This is an optimization exercise on Yosys and OpenROAD, whose aim is small area and a short achievable clock period, not a production implementation. RTL that was checked went through simulation tests only; none was proved equivalent to the original. Power is estimated from default activity; no workload was simulated.

Setup of job 7742:
// Compressor
module Compressor(CLK_8,RESET,Pixel,OB,SCLK);
input wire RESET,CLK_8;
input wire [7:0] Pixel;
output wire OB,SCLK;
function [15:0] f_add(input [15:0] a, input [15:0] b, input ci);
    integer i;
    reg c;
    begin
        c = ci;
        for (i = 0; i < 16; i = i + 1) begin
            f_add[i] = a[i] ^ b[i] ^ c;
            c = (a[i] & b[i]) | (c & (a[i] ^ b[i]));
        end
    end
endfunction
function [15:0] f_inc(input [15:0] a, input ci);
    integer i;
    reg c;
    begin
        c = ci;
        for (i = 0; i < 16; i = i + 1) begin
            f_inc[i] = a[i] ^ c;
            c = a[i] & c;
        end
    end
endfunction
reg [2:0] ph;
wire [2:0] ph_inc;
assign ph_inc = f_inc(ph, 1'b1);
always @(posedge CLK_8)
    if (RESET) ph <= 3'd0;
    else       ph <= ph_inc;
wire e0 = (ph == 3'd0);
wire e7 = (ph == 3'd7);
reg [8:0] rsum, rdif;
reg [1:0] turn;
reg [3:0] Cnt;
wire clip_c = (rsum < 9'd75) | (rsum > 9'd435)
            | (~rdif[8] & (rdif[7:0] > 8'd180))
            | ( rdif[8] & (rdif[7:0] < 8'd76));
wire nf_c = (rsum == 9'd0);
wire fp_c = (rsum == 9'd75) & (rdif == 9'd75);
wire tp_c = (rsum == 9'd77) & (rdif == 9'd77);
wire c0 = (Cnt == 4'd0), c1 = (Cnt == 4'd1), c2 = (Cnt == 4'd2), c3 = (Cnt == 4'd3);
wire c6 = (Cnt == 4'd6), c7 = (Cnt == 4'd7), c8 = (Cnt == 4'd8), c9 = (Cnt == 4'd9);
wire vss_c = (~tp_c | c6) & (c0 | c3 | c6 | c7 | c8 | c9);
wire v1_c = c1 | c2 | c7 | c8;
wire v2_c = c7 | c8;
wire uv_c = ~clip_c & (turn != 2'b00);
wire f_clip = clip_c;
wire f_vc   = vss_c & ~clip_c;
wire f_nf   = nf_c;
wire f_x1   = uv_c;
wire f_d1   = uv_c & v1_c & ~fp_c;
wire f_x2   = uv_c & v1_c;
wire f_d2   = uv_c & v2_c & ~tp_c;
wire [7:0] rs_inc2;
wire [8:0] rs_inc, rd_inc;
wire [3:0] cnt_inc;
assign rs_inc = f_inc(rsum, 1'b1);
assign rs_inc2 = f_inc(rsum[8:1], 1'b1);      
assign rd_inc = f_inc(rdif, 1'b1);
assign cnt_inc = f_inc(Cnt, 1'b1);
  ...
export LEC_CHECK = 0
export CAP_MARGIN = 20
export CORE_MARGIN = 2
export CORE_UTILIZATION = 55
export CTS_BUF_LIST = sky130_fd_sc_hd__clkbuf_16
export CTS_CLUSTER_DIAMETER = 100
export CTS_CLUSTER_SIZE = 30
export SLEW_MARGIN = 20
create_clock -name core_clock -period 16.0 [get_ports {CLK_8}]
standard.sh (not shown) runs the stock make flow with config.mk's settings and CLKGATE_MAP_FILE= SYNTH_SCRIPT=/design/flow/synth_recipe.tcl, a recipe that flattens the netlist after the stock synthesis.
==> flow/flow/run.sh <==
#!/bin/bash
export BUFFER_PORTS_ARGS="-buffer_cell sky130_fd_sc_hd__buf_2"
export SETUP_SLACK_MARGIN=11.9
export CTS_ARGS="-sink_clustering_enable -repair_clock_nets -sink_clustering_size 30 -sink_clustering_max_diameter 100 -buf_list sky130_fd_sc_hd__clkbuf_16 -dont_use_dummy_load"
bash standard.sh > standard.log 2>&1
## Diff of input files: job 3232 against job 7742
diff --git a/flow/config.mk b/flow/config.mk
--- a/flow/config.mk
+++ b/flow/config.mk
@@ -10 +10 @@
-export CORE_UTILIZATION = 55
+export CORE_UTILIZATION = 60
==> notes.md <==
- [compare] base=job 7742 new=job 3232: global-route met3 utilization went up; number of cells traversed by the worst hold path went down.
- Number of vias per cell was higher in job 3232 than in job 7742.
- On register-to-register slack, job 3232 tracks job 7742 almost exactly.
- Job 7742 → job 3232: final worst clock skew decreased by 21 ps relative to the old numbers; combinational fraction of design power increased by 0.2 points relative to the old numbers; total wire length after detailed routing decreased by 2.6% relative to the old numbers; full die area decreased by about 8% relative to the old numbers.
- Compared with job 7742, cell count in job 3232 decreased slightly.
- Delta (job 3232 minus job 7742): routed metal-1 wirelength decreased by 3.6% relative to the old numbers, summed area of non-filler cells in the final layout decreased by 0.44% relative to the old numbers.
Changes in job 2941 relative to job 3232:
diff --git a/flow/flow/run.sh b/flow/flow/run.sh
--- a/flow/flow/run.sh
+++ b/flow/flow/run.sh
@@ -3 +3 @@
-export SETUP_SLACK_MARGIN=11.9
+export SETUP_SLACK_MARGIN=11.7
- The run with more setup slack is job 3232; job 2941 has less.
- The total routed wirelength on job 3232 is in line with that on job 2941.
- Between job 2941 and job 3232, growth of design area from synthesis to finish is lower for job 2941, job 3232 comes in above that.
- Delta (job 2941 minus job 3232): share of total power in sequential cells grew by 0.2 points, clock network contribution to total cell area held steady, fraction of power consumed by combinational cells shrank by 0.2 points, overall power consumption shrank by about 0.4%, standby leakage power held steady.
- Comparing job 2941 with job 3232, the worst-case hold slack came out essentially unchanged.
- Delta (job 2941 minus job 3232): final instance count without filler cells was more or less identical, final area has remained practically unchanged.

* * *

== before ==
Compressor, a different RTL version from the one above (not shown whole).
Size in the first run: ~1900 cells after synthesis, about 380 flip-flops.
export LEC_CHECK = 0
export CAP_MARGIN = 20
export CORE_MARGIN = 2
export CORE_UTILIZATION = 40
export SLEW_MARGIN = 20
create_clock -name core_clock -period 16.0 [get_ports {CLK_8}]
run.sh (not shown) runs the stock make flow with config.mk's settings and CLKGATE_MAP_FILE= SYNTH_SCRIPT=/design/flow/synth_recipe.tcl, a recipe that flattens the netlist after the stock synthesis.
Stock flow here: none of the scripts above is used.
--- input diff before..after ---
==> flow/flow/run.sh (new file) <==
#!/bin/bash
export BUFFER_PORTS_ARGS="-buffer_cell sky130_fd_sc_hd__buf_2"
bash standard.sh > standard.log 2>&1
==> flow/standard.sh (new file) <==
#!/bin/bash
# synth_recipe.tcl (not shown) runs the flow's synth.tcl, then flattens the netlist and writes it again
# the make line also repeats each setting of config.mk as NAME=value (left out here)
make -C /OpenROAD-flow-scripts/flow DESIGN_CONFIG=/design/flow/config.mk WORK_HOME=/design/flow/orfs CLKGATE_MAP_FILE= SYNTH_SCRIPT=/design/flow/synth_recipe.tcl "${@:-finish}"
removed: flow/run.sh
==> comparison <==
Of after and before, it is after that has the lower non-clock buffering overhead in the final layout.
Diff after..before | flip-flop and latch count | unchanged
Against before, after comes in 0.38 ns lower on data arrival time of the critical path.
On after: fraction of power consumed by combinational cells is 0.5 points lower than what before gave.
Function was not checked in any run of this note: the RTL went through the layout flow alone.

-- afterwards: timing with drivers on the ports --
In the flow no input, the clock included, has a driving cell. The finished layouts below were timed again as built, in two steps.
Step 1, drivers: a clkbuf_16 drives CLK_8 and a buf_2 each remaining input, both assumed.
Step 2 moves the port delays by t, midway between the first and last clock arrival at a register: inputs arrive t later, outputs are due t later. That takes back most of the time a late clock gives input paths.
Three values: ideal, step 1, step 2; two values: the first two.
run | t, ns | setup slack, ns | slew at the worst register clock pin (ns)
job 7742 | 0.551 | 11.844 / 11.792 / 11.635 | 0.11 / 0.11
job 3232 | 0.544 | 11.857 / 11.808 / 11.700 | 0.11 / 0.11
job 2941 | 0.542 | 11.842 / 11.793 / 11.687 | 0.11 / 0.11
before | 0.603 | 11.323 / 11.272 / 11.039 | 0.06 / 0.06
after | 0.621 | 11.705 / 11.650 / 11.241 | 0.06 / 0.06
After both steps setup and hold are still met in every run listed. The setup slack of after, which loses most, moves by -0.055 ns with the drivers and by -0.464 ns with both steps.
